Source: an optimization exercise on an open RTL-to-GDS flow (aim: small area, a short achievable clock period and few clock cycles per item). Production flows keep margins and buffers that such runs may drop.
RTL that was checked went through simulation tests only; none was proved equivalent to the original.
Power and IR drop assume default switching activity.

Setup of main:
==> module udp_ipv4_tx, before the edit <==
module udp_ipv4_tx (
    input  wire             ap_clk,
    input  wire             ap_rst_n,
    input  wire  [31:0]     my_ip_addr,
    input  wire   [7:0]     ip_protocol,
    input  wire             s_axis_tx_meta_tvalid,
    output wire             s_axis_tx_meta_tready,
    input  wire [255:0]     s_axis_tx_meta_tdata,
    input  wire             s_axis_tx_data_tvalid,
    output wire             s_axis_tx_data_tready,
    input  wire  [63:0]     s_axis_tx_data_tdata,
    input  wire   [7:0]     s_axis_tx_data_tkeep,
    input  wire             s_axis_tx_data_tlast,
    output wire             m_axis_tx_data_tvalid,
    input  wire             m_axis_tx_data_tready,
    output wire   [63:0]    m_axis_tx_data_tdata,
    output wire    [7:0]    m_axis_tx_data_tkeep,
    output wire             m_axis_tx_data_tlast,
    output reg    [31:0]    datagrams_transmitted
);
reg st_h0, st_h1, st_h2, st_h3, st_dat, st_prv, st_ext;
reg  [31:0] prev_data;    
reg   [3:1] prev_keep;    
reg         len_zero;     
reg  [15:2] tot_len_r;    
reg         meta_seen;    
wire [31:0] m_dst_ip   = s_axis_tx_meta_tdata[31:0];
wire [15:0] m_dst_port = s_axis_tx_meta_tdata[47:32];
wire [15:0] m_src_port = s_axis_tx_meta_tdata[95:80];
wire [15:0] m_len      = s_axis_tx_meta_tdata[111:96];
wire [15:0] tot_len    = {tot_len_r, m_len[1:0]};
wire [15:2] udp_len_q  = tot_len_r - 14'd5;      
wire [15:0] udp_len    = {udp_len_q, m_len[1:0]};
wire in_v    = s_axis_tx_data_tvalid;
wire in_last = s_axis_tx_data_tlast;
wire in_k4   = s_axis_tx_data_tkeep[4];
wire rdy     = m_axis_tx_data_tready;
assign m_axis_tx_data_tvalid = (st_h0 & s_axis_tx_meta_tvalid & meta_seen) | st_h1 | st_h2 |
                               (st_h3 & len_zero) | st_ext | (st_dat & in_v);
wire out_hs  = m_axis_tx_data_tvalid & rdy;
wire data_hs = st_dat & in_v & rdy;
assign s_axis_tx_data_tready = st_dat & rdy;
assign s_axis_tx_meta_tready = st_h3 & rdy & (len_zero | in_v);
assign m_axis_tx_data_tlast = st_ext | (st_h3 & len_zero) | (st_dat & in_last & ~in_k4);
assign m_axis_tx_data_tkeep[0]   = 1'b1;
assign m_axis_tx_data_tkeep[3:1] = st_ext ? prev_keep : 3'b111;
assign m_axis_tx_data_tkeep[7:4] = (st_h0 | st_h1 | st_h2) ? 4'hF :
                                   st_dat ? s_axis_tx_data_tkeep[3:0] : 4'h0;
assign m_axis_tx_data_tdata[31:0] =
      ({32{st_h0}} & {tot_len[7:0], tot_len[15:8], 8'h00, 8'h45})
    | ({32{st_h1}} & {16'h0000, ip_protocol, 8'h40})
    | ({32{st_h2}} & {m_dst_ip[7:0], m_dst_ip[15:8], m_dst_ip[23:16], m_dst_ip[31:24]})
    | ({32{st_h3}} & {16'h0000, udp_len[7:0], udp_len[15:8]})
    | ({32{st_prv}} & prev_data);
assign m_axis_tx_data_tdata[63:32] =
      ({32{st_h1}} & my_ip_addr)
    | ({32{st_h2}} & {m_dst_port[7:0], m_dst_port[15:8], m_src_port[7:0], m_src_port[15:8]})
    | ({32{st_dat}} & s_axis_tx_data_tdata[31:0]);
always @(posedge ap_clk) begin
    if (!ap_rst_n) begin
        st_h0  <= 1'b1;
        st_h1  <= 1'b0;
        st_h2  <= 1'b0;
        st_h3  <= 1'b0;
        st_dat <= 1'b0;
        st_prv <= 1'b0;
        st_ext <= 1'b0;
    end else if (out_hs) begin
        st_h0  <= m_axis_tx_data_tlast;
        st_h1  <= st_h0;
        st_h2  <= st_h1;
        st_h3  <= st_h2;
        st_dat <= (st_h2 & ~len_zero) | (st_dat & ~in_last);
        st_prv <= st_dat & (~in_last | in_k4);
        st_ext <= st_dat & in_last & in_k4;
    end
end
always @(posedge ap_clk) begin
    if (data_hs) begin
        prev_data <= s_axis_tx_data_tdata[63:32];
        prev_keep <= s_axis_tx_data_tkeep[7:5];
    end
end
always @(posedge ap_clk) begin
    len_zero  <= (m_len == 16'd0);
    tot_len_r <= m_len[15:2] + 14'd7;
    meta_seen <= ap_rst_n & s_axis_tx_meta_tvalid & ~s_axis_tx_meta_tready;
end
always @(posedge ap_clk) begin
    if (!ap_rst_n)
        datagrams_transmitted <= 32'd0;
    else if (out_hs & m_axis_tx_data_tlast)
        datagrams_transmitted <= datagrams_transmitted + 32'd1;
end
endmodule
Settings: LEC_CHECK=0, CAP_MARGIN=20, CORE_AREA=2.5 2.5 167.5 167.5, DIE_AREA=0 0 170 170, PLACE_DENSITY=0.6, SETUP_SLACK_MARGIN=2.3, SLEW_MARGIN=20; clock period 5.0 ns.
standard.sh (not shown) runs the stock make flow with config.mk's settings and CLKGATE_MAP_FILE= SYNTH_SCRIPT=/design/flow/synth_recipe.tcl, a recipe that flattens the netlist after the stock synthesis.
==> flow/flow/run.sh <==
#!/bin/bash
# Standard ORFS layout (the standard.sh, unchanged synthesis), with the
# port buffers made from the smallest buffer instead of the default choice.
set -euo pipefail
export BUFFER_PORTS_ARGS="-buffer_cell sky130_fd_sc_hd__buf_1"
bash standard.sh synth > synth.log 2>&1
bash standard.sh finish > layout.log 2>&1
### main -> the feature branch
--- a/flow/design.v
+++ b/flow/design.v
@@ -22,19 +22,18 @@
 );
 reg st_h0, st_h1, st_h2, st_h3, st_dat, st_prv, st_ext;
 reg  [31:0] prev_data;    
 reg   [3:1] prev_keep;    
 reg         len_zero;     
-reg  [15:2] tot_len_r;    
+reg  [15:2] len_r;        
 reg         meta_seen;    
 wire [31:0] m_dst_ip   = s_axis_tx_meta_tdata[31:0];
 wire [15:0] m_dst_port = s_axis_tx_meta_tdata[47:32];
 wire [15:0] m_src_port = s_axis_tx_meta_tdata[95:80];
 wire [15:0] m_len      = s_axis_tx_meta_tdata[111:96];
-wire [15:0] tot_len    = {tot_len_r, m_len[1:0]};
-wire [15:2] udp_len_q  = tot_len_r - 14'd5;      
-wire [15:0] udp_len    = {udp_len_q, m_len[1:0]};
+wire [15:0] tot_len    = {len_r, m_len[1:0]};
+wire [15:0] udp_len    = {len_r, m_len[1:0]};
 wire in_v    = s_axis_tx_data_tvalid;
 wire in_last = s_axis_tx_data_tlast;
 wire in_k4   = s_axis_tx_data_tkeep[4];
 wire rdy     = m_axis_tx_data_tready;
 assign m_axis_tx_data_tvalid = (st_h0 & s_axis_tx_meta_tvalid & meta_seen) | st_h1 | st_h2 |
@@ -83,15 +82,30 @@
         prev_keep <= s_axis_tx_data_tkeep[7:5];
     end
 end
 always @(posedge ap_clk) begin
     len_zero  <= (m_len == 16'd0);
-    tot_len_r <= m_len[15:2] + 14'd7;
+    len_r     <= {m_len[15:5] ^ len_inc, len_lo[2:0]};
     meta_seen <= ap_rst_n & s_axis_tx_meta_tvalid & ~s_axis_tx_meta_tready;
+end
+genvar i;
+wire        len_u = st_h2 | st_h3;
+wire  [3:0] len_lo = {1'b0, m_len[4:2]} + {1'b0, ~len_u, 1'b1, ~len_u};
+wire [10:0] len_ones;      
+assign len_ones[0] = 1'b1;
+for (i = 1; i < 11; i = i + 1) begin : g_len
+    assign len_ones[i] = len_ones[i-1] & m_len[4+i];
+end
+wire [10:0] len_inc = {11{len_lo[3]}} & len_ones;
+wire [31:0] cnt_ones;
+assign cnt_ones[0] = 1'b1;
+for (i = 1; i < 32; i = i + 1) begin : g_cnt
+    assign cnt_ones[i] = cnt_ones[i-1] & datagrams_transmitted[i-1];
 end
 always @(posedge ap_clk) begin
     if (!ap_rst_n)
         datagrams_transmitted <= 32'd0;
-    else if (out_hs & m_axis_tx_data_tlast)
-        datagrams_transmitted <= datagrams_transmitted + 32'd1;
+    else
+        datagrams_transmitted <= datagrams_transmitted ^
+                                 ({32{out_hs & m_axis_tx_data_tlast}} & cnt_ones);
 end
 endmodule
Notes after the runs:
- The feature branch: full flow OK, the timing, DRC and antenna checks passed
- The feature branch improves on main in wire length of the first global-routing pass.
- The feature branch vs main: total standard cell area after synthesis down by a little under 10%
- Summary of the feature branch over main: buffers plus inverters on the worst setup path grew by 2, worst hold-check slack went down by 0.050 ns, standard cell area after detailed placement lost 7.3%, worst setup slack grew by 0.29 ns, static leakage shrank by 0.26 nW.
- When the final numbers for the feature branch and main were put side by side, the synthesized instance count turned out to be smaller in the feature branch.
- Overall routed net length (higher): main
- The feature branch vs main, worst setup path startpoint: my_ip_addr[0] vs tot_len_r[5]
Testbench counts of the feature branch, summed over its fixed seeds: cycles 93,634, packets 4,800.
Only the layout flow was run in main; the RTL was not checked for function there.


== before ==
Another version of the RTL of udp_ipv4_tx (not shown whole).
For scale: ~590 cells after synthesis, ~91 flip-flops, ~480 I/O pins, roughly 0.0047 sq mm of cells after synthesis.
Settings: LEC_CHECK=0, CAP_MARGIN=20, CORE_AREA=2.5 2.5 97.5 97.5, DIE_AREA=0 0 100 100, PLACE_DENSITY=0.7, SETUP_SLACK_MARGIN=2.3, SLEW_MARGIN=20, SYNTH_HIERARCHICAL=1; clock period 5.0 ns.
==> flow/flow/run.sh <==
#!/bin/bash
# Standard ORFS layout (the standard.sh, unchanged synthesis), with the
# port buffers made from the smallest buffer instead of the default choice
# and the pins allowed on every routing track, so a smaller die fits them.
set -euo pipefail
export BUFFER_PORTS_ARGS="-buffer_cell sky130_fd_sc_hd__buf_1"
export PLACE_PINS_ARGS="-min_distance 1 -min_distance_in_tracks"
bash standard.sh synth > synth.log 2>&1
bash standard.sh finish > layout.log 2>&1
Setup changes, before to after
--- a/flow/design.v
+++ b/flow/design.v
@@ -32,32 +32,43 @@
 wire [15:0] m_src_port = s_axis_tx_meta_tdata[95:80];
 wire [15:0] m_len      = s_axis_tx_meta_tdata[111:96];
 wire [15:0] tot_len    = {2'b00, len_r, m_len[1:0]};
 wire [15:0] udp_len    = {2'b00, len_r, m_len[1:0]};
 wire in_v    = s_axis_tx_data_tvalid;
 wire in_last = s_axis_tx_data_tlast;
 wire in_k4   = s_axis_tx_data_tkeep[4];
 wire rdy     = m_axis_tx_data_tready;
-assign m_axis_tx_data_tvalid = (st_h0 & meta_seen) | st_fix | (st_dat & in_v);
+wire n_vreg, n_vdat;
+udp_aoi21 u_vreg (.a(st_h0), .b(meta_seen), .c(st_fix), .y(n_vreg));
+udp_nand2 u_vdat (.a(st_dat), .b(in_v), .y(n_vdat));
+udp_nand2 u_vout (.a(n_vreg), .b(n_vdat), .y(m_axis_tx_data_tvalid));
 wire out_hs  = m_axis_tx_data_tvalid & rdy;
 wire data_hs = st_dat & in_v & rdy;
 assign s_axis_tx_data_tready = st_dat & rdy;
 assign s_axis_tx_meta_tready = st_h3 & rdy & (len_zero | in_v);
-assign m_axis_tx_data_tlast = st_lfix | (st_dat & in_last & ~in_k4);
+wire n_lfix, n_ldat;
+udp_inv    u_lfix (.a(st_lfix), .y(n_lfix));
+udp_nand3b u_ldat (.a_n(in_k4), .b(st_dat), .c(in_last), .y(n_ldat));
+udp_nand2  u_lout (.a(n_lfix), .b(n_ldat), .y(m_axis_tx_data_tlast));
 assign m_axis_tx_data_tkeep[0]   = 1'b1;
 assign m_axis_tx_data_tkeep[3:1] = st_ext ? prev_keep : 3'b111;
-assign m_axis_tx_data_tkeep[7:4] = st_hdr ? 4'hF :
-                                   st_dat ? s_axis_tx_data_tkeep[3:0] : 4'h0;
+wire n_hdr;
+udp_inv u_hdr (.a(st_hdr), .y(n_hdr));
+genvar i;
+for (i = 0; i < 4; i = i + 1) begin : g_keep
+    wire n_k;
+    udp_nand2 u_k   (.a(st_dat), .b(s_axis_tx_data_tkeep[i]), .y(n_k));
+    udp_nand2 u_out (.a(n_hdr), .b(n_k), .y(m_axis_tx_data_tkeep[4+i]));
+end
 wire [31:0] lo_dst = {m_dst_ip[7:0], m_dst_ip[15:8], m_dst_ip[23:16], m_dst_ip[31:24]};
 wire        n_h0;         
 wire        n_h01;        
 udp_inv  u_n_h0  (.a(st_h0), .y(n_h0));
 udp_nor2 u_n_h01 (.a(st_h0), .b(st_h1), .y(n_h01));
-genvar i;
 for (i = 0; i < 32; i = i + 1) begin : g_lo
     wire n_dst, n_prv;
     udp_nand2 u_dst (.a(st_h2),  .b(lo_dst[i]),    .y(n_dst));
     udp_nand2 u_prv (.a(st_prv), .b(prev_data[i]), .y(n_prv));
     if (i < 8) begin : b0
         if (i < 6) begin : u
             wire n_udp;
             udp_nand2 u_udp (.a(st_h3), .b(udp_len[8+i]), .y(n_udp));
@@ -168,8 +179,14 @@
 assign y = ~(a & b & c & d);
 endmodule
 module udp_inv (input wire a, output wire y);
 assign y = ~a;
 endmodule
 module udp_nor2 (input wire a, input wire b, output wire y);
 assign y = ~(a | b);
 endmodule
+module udp_nand3b (input wire a_n, input wire b, input wire c, output wire y);
+assign y = ~(~a_n & b & c);
+endmodule
+module udp_aoi21 (input wire a, input wire b, input wire c, output wire y);
+assign y = ~((a & b) | c);
+endmodule
Results
- after finished end to end and its layout was clean on timing, DRC and antenna.
- Status: sequential power parity (before, after)
- The largest fanout on the critical path of after exceeds that of before by 9.
- Run comparison: after timing startpoint of the critical path s_axis_tx_data_tvalid; before timing startpoint of the critical path s_axis_tx_data_tlast
- Lower post-synthesis share of cell area spent on and, or, nand and nor gates among before and after: before
- Leakage power total was lower in before than in after.
- The higher fraction of power consumed by the clock network of before and after is in before.
- In the flow results for before and after, the final worst hold slack is smaller on after.
Testbench counts of after, summed over its fixed seeds: cycles 93,634, packets 4,800.
No functional check of the RTL was part of before.


## beta
Another version of the RTL of udp_ipv4_tx (not shown whole).
Size: roughly 540 cells after synthesis, roughly 100 flip-flops, ~480 I/O pins, roughly 0.0051 mm^2 of cells after synthesis.
==> module udp_ipv4_tx, before the edit <==
module udp_ipv4_tx (
    input  wire             ap_clk,
    input  wire             ap_rst_n,
    input  wire  [31:0]     my_ip_addr,
    input  wire   [7:0]     ip_protocol,
    input  wire             s_axis_tx_meta_tvalid,
    output wire             s_axis_tx_meta_tready,
    input  wire [255:0]     s_axis_tx_meta_tdata,
    input  wire             s_axis_tx_data_tvalid,
    output wire             s_axis_tx_data_tready,
    input  wire  [63:0]     s_axis_tx_data_tdata,
    input  wire   [7:0]     s_axis_tx_data_tkeep,
    input  wire             s_axis_tx_data_tlast,
    output wire             m_axis_tx_data_tvalid,
    input  wire             m_axis_tx_data_tready,
    output wire   [63:0]    m_axis_tx_data_tdata,
    output wire    [7:0]    m_axis_tx_data_tkeep,
    output wire             m_axis_tx_data_tlast,
    output reg    [31:0]    datagrams_transmitted
);
reg st_h0, st_h1, st_h2, st_h3, st_dat, st_prv, st_ext;
reg  [31:0] prev_data;    
reg   [3:1] prev_keep;    
reg         len_zero;     
reg  [15:2] tot_len_r;    
reg  [15:3] udp_len_r;    
reg         meta_seen;    
wire [31:0] m_dst_ip   = s_axis_tx_meta_tdata[31:0];
wire [15:0] m_dst_port = s_axis_tx_meta_tdata[47:32];
wire [15:0] m_src_port = s_axis_tx_meta_tdata[95:80];
wire [15:0] m_len      = s_axis_tx_meta_tdata[111:96];
wire [15:0] tot_len    = {tot_len_r, m_len[1:0]};
wire [15:0] udp_len    = {udp_len_r, m_len[2:0]};
wire in_v    = s_axis_tx_data_tvalid;
wire in_last = s_axis_tx_data_tlast;
wire in_k4   = s_axis_tx_data_tkeep[4];
wire rdy     = m_axis_tx_data_tready;
assign m_axis_tx_data_tvalid = (st_h0 & s_axis_tx_meta_tvalid & meta_seen) | st_h1 | st_h2 |
                               (st_h3 & len_zero) | st_ext | (st_dat & in_v);
wire out_hs  = m_axis_tx_data_tvalid & rdy;
wire data_hs = st_dat & in_v & rdy;
assign s_axis_tx_data_tready = st_dat & rdy;
assign s_axis_tx_meta_tready = st_h3 & rdy & (len_zero | in_v);
assign m_axis_tx_data_tlast = st_ext | (st_h3 & len_zero) | (st_dat & in_last & ~in_k4);
assign m_axis_tx_data_tkeep[0]   = 1'b1;
assign m_axis_tx_data_tkeep[3:1] = st_ext ? prev_keep : 3'b111;
assign m_axis_tx_data_tkeep[7:4] = (st_h0 | st_h1 | st_h2) ? 4'hF :
                                   st_dat ? s_axis_tx_data_tkeep[3:0] : 4'h0;
assign m_axis_tx_data_tdata[31:0] =
      ({32{st_h0}} & {tot_len[7:0], tot_len[15:8], 8'h00, 8'h45})
    | ({32{st_h1}} & {16'h0000, ip_protocol, 8'h40})
    | ({32{st_h2}} & {m_dst_ip[7:0], m_dst_ip[15:8], m_dst_ip[23:16], m_dst_ip[31:24]})
    | ({32{st_h3}} & {16'h0000, udp_len[7:0], udp_len[15:8]})
    | ({32{st_prv}} & prev_data);
assign m_axis_tx_data_tdata[63:32] =
      ({32{st_h1}} & my_ip_addr)
    | ({32{st_h2}} & {m_dst_port[7:0], m_dst_port[15:8], m_src_port[7:0], m_src_port[15:8]})
    | ({32{st_dat}} & s_axis_tx_data_tdata[31:0]);
always @(posedge ap_clk) begin
    if (!ap_rst_n) begin
        st_h0  <= 1'b1;
        st_h1  <= 1'b0;
        st_h2  <= 1'b0;
        st_h3  <= 1'b0;
        st_dat <= 1'b0;
        st_prv <= 1'b0;
        st_ext <= 1'b0;
    end else if (out_hs) begin
        st_h0  <= m_axis_tx_data_tlast;
        st_h1  <= st_h0;
        st_h2  <= st_h1;
        st_h3  <= st_h2;
        st_dat <= (st_h2 & ~len_zero) | (st_dat & ~in_last);
        st_prv <= st_dat & (~in_last | in_k4);
        st_ext <= st_dat & in_last & in_k4;
    end
end
always @(posedge ap_clk) begin
    if (data_hs) begin
        prev_data <= s_axis_tx_data_tdata[63:32];
        prev_keep <= s_axis_tx_data_tkeep[7:5];
    end
end
always @(posedge ap_clk) begin
    len_zero  <= (m_len == 16'd0);
    tot_len_r <= m_len[15:2] + 14'd7;
    udp_len_r <= m_len[15:3] + 13'd1;
    meta_seen <= ap_rst_n & s_axis_tx_meta_tvalid & ~s_axis_tx_meta_tready;
end
always @(posedge ap_clk) begin
    if (!ap_rst_n)
        datagrams_transmitted <= 32'd0;
    else if (out_hs & m_axis_tx_data_tlast)
        datagrams_transmitted <= datagrams_transmitted + 32'd1;
end
endmodule
export LEC_CHECK = 0
export CAP_MARGIN = 20
export CORE_AREA = 2.5 2.5 167.5 167.5
export DIE_AREA = 0 0 170 170
export PLACE_DENSITY = 0.6
export SLEW_MARGIN = 20
create_clock -name core_clock -period 5.0 [get_ports {ap_clk}]
==> flow/flow/run.sh <==
#!/bin/bash
# Standard ORFS layout (the standard.sh, unchanged synthesis), with the
# port buffers made from the smallest buffer instead of the default choice.
set -euo pipefail
export BUFFER_PORTS_ARGS="-buffer_cell sky130_fd_sc_hd__buf_1"
bash standard.sh synth > synth.log 2>&1
bash standard.sh finish > layout.log 2>&1
[inputs] gamma vs beta
==> flow/design.v <==
`default_nettype none
`timescale 1 ns / 1 ps
module udp_ipv4_tx (
    input  wire             ap_clk,
    input  wire             ap_rst_n,
    input  wire  [31:0]     my_ip_addr,
    input  wire   [7:0]     ip_protocol,
    input  wire             s_axis_tx_meta_tvalid,
    output wire             s_axis_tx_meta_tready,
    input  wire [255:0]     s_axis_tx_meta_tdata,
    input  wire             s_axis_tx_data_tvalid,
    output wire             s_axis_tx_data_tready,
    input  wire  [63:0]     s_axis_tx_data_tdata,
    input  wire   [7:0]     s_axis_tx_data_tkeep,
    input  wire             s_axis_tx_data_tlast,
    output wire             m_axis_tx_data_tvalid,
    input  wire             m_axis_tx_data_tready,
    output wire   [63:0]    m_axis_tx_data_tdata,
    output wire    [7:0]    m_axis_tx_data_tkeep,
    output wire             m_axis_tx_data_tlast,
    output reg    [31:0]    datagrams_transmitted
);
reg st_h0, st_h1, st_h2, st_h3, st_pay, st_ext;
reg  [31:0] prev_data;    
reg   [3:1] prev_keep;    
reg         len_zero;     
reg  [15:0] udp_len;      
wire [31:0] m_dst_ip   = s_axis_tx_meta_tdata[31:0];
wire [15:0] m_dst_port = s_axis_tx_meta_tdata[47:32];
wire [15:0] m_src_port = s_axis_tx_meta_tdata[95:80];
wire [15:0] m_len      = s_axis_tx_meta_tdata[111:96];
wire [15:0] tot_len    = m_len + 16'd28;
wire in_v    = s_axis_tx_data_tvalid;
wire in_last = s_axis_tx_data_tlast;
wire in_k4   = s_axis_tx_data_tkeep[4];
wire rdy     = m_axis_tx_data_tready;
wire data_beat = (st_h3 & ~len_zero) | st_pay;
assign m_axis_tx_data_tvalid = (st_h0 & s_axis_tx_meta_tvalid) | st_h1 | st_h2 |
                               (st_h3 & len_zero) | st_ext | (data_beat & in_v);
wire out_hs  = m_axis_tx_data_tvalid & rdy;
wire data_hs = data_beat & in_v & rdy;
assign s_axis_tx_data_tready = data_beat & rdy;
assign s_axis_tx_meta_tready = st_h3 & rdy & (len_zero | in_v);
assign m_axis_tx_data_tlast = st_ext | (st_h3 & len_zero) | (data_beat & in_last & ~in_k4);
assign m_axis_tx_data_tkeep[0]   = 1'b1;
assign m_axis_tx_data_tkeep[3:1] = st_ext ? prev_keep : 3'b111;
assign m_axis_tx_data_tkeep[7:4] = (st_h0 | st_h1 | st_h2) ? 4'hF :
                                   data_beat ? s_axis_tx_data_tkeep[3:0] : 4'h0;
assign m_axis_tx_data_tdata[31:0] =
      ({32{st_h0}} & {tot_len[7:0], tot_len[15:8], 8'h00, 8'h45})
    | ({32{st_h1}} & {16'h0000, ip_protocol, 8'h40})
    | ({32{st_h2}} & {m_dst_ip[7:0], m_dst_ip[15:8], m_dst_ip[23:16], m_dst_ip[31:24]})
    | ({32{st_h3}} & {16'h0000, udp_len[7:0], udp_len[15:8]})
    | ({32{st_pay | st_ext}} & prev_data);
assign m_axis_tx_data_tdata[63:32] =
      ({32{st_h1}} & my_ip_addr)
    | ({32{st_h2}} & {m_dst_port[7:0], m_dst_port[15:8], m_src_port[7:0], m_src_port[15:8]})
    | ({32{data_beat}} & s_axis_tx_data_tdata[31:0]);
wire last_hs = out_hs & m_axis_tx_data_tlast;
always @(posedge ap_clk) begin
    if (!ap_rst_n) begin
        st_h0  <= 1'b1;
        st_h1  <= 1'b0;
        st_h2  <= 1'b0;
        st_h3  <= 1'b0;
        st_pay <= 1'b0;
        st_ext <= 1'b0;
    end else if (out_hs) begin
        st_h0  <= m_axis_tx_data_tlast;
        st_h1  <= st_h0;
        st_h2  <= st_h1;
        st_h3  <= st_h2;
        st_pay <= data_beat & ~in_last;
        st_ext <= data_beat & in_last & in_k4;
    end
end
always @(posedge ap_clk) begin
    if (data_hs) begin
        prev_data <= s_axis_tx_data_tdata[63:32];
        prev_keep <= s_axis_tx_data_tkeep[7:5];
    end
end
always @(posedge ap_clk) begin
    len_zero <= (m_len == 16'd0);
    udp_len  <= m_len + 16'd8;
end
always @(posedge ap_clk) begin
    if (!ap_rst_n)
        datagrams_transmitted <= 32'd0;
    else if (last_hs)
        datagrams_transmitted <= datagrams_transmitted + 32'd1;
end
endmodule
## What came out
gamma: all stages complete, timing, DRC and antenna checks passed
Sort beta and gamma by register-to-register slack, descending, and gamma comes first.
Comparing gamma against beta, there is no change at all in number of levels the H-tree was split into.
Minimum period implied by the final worst setup slack, beta and gamma: larger value in gamma
Critical path depth in gamma is 7 higher than in beta
beta -> gamma: area of the multi-input gates decreased slightly
When the final numbers for beta and gamma were put side by side, the number of non-filler instances in the completed layout turned out to be smaller in gamma.
Going from beta to gamma, design area shrank by a few percent.
Of beta and gamma, the higher total internal power belongs to beta.
Testbench counts of gamma, summed over its fixed seeds: cycles 92,912, packets 4,800.
No functional check of the RTL was part of beta.

[static timing again, ports no longer ideal]
The results above use ideal ports. As a check the final layouts listed here were re-extracted and re-timed, cells and wires unchanged.
Step 1, drivers: a clkbuf_16 drives ap_clk and a buf_2 each remaining input, both assumed.
Step 2 adds t to the input delays and takes it off the output delays; t is the mean of the earliest and latest rising clock arrival at the registers after step 1. Input paths then give back, and output paths get back, about the clock's delay inside the block.
Slacks: ideal / step 1 / step 2; pairs: ideal / step 1.
| run | shift t [ns] | setup WS [ns] | slew at the worst register clock pin (ns) |
|---|---|---|---|
| main | 0.388 | 1.949 / 1.910 / 2.110 | 0.08 / 0.08 |
| the feature branch | 0.386 | 2.235 / 2.185 / 2.035 | 0.08 / 0.08 |
| before | 0.397 | 2.333 / 2.296 / 2.114 | 0.11 / 0.11 |
| after | 0.383 | 2.311 / 2.304 / 1.921 | 0.09 / 0.09 |
| beta | 0.391 | 1.766 / 1.724 / 1.759 | 0.09 / 0.09 |
| gamma | 0.387 | 1.057 / 1.027 / 1.027 | 0.08 / 0.08 |
After both steps setup and hold are still met in every run listed. The setup slack of after, which loses most, moves by -0.007 ns with the drivers and by -0.390 ns with both steps.
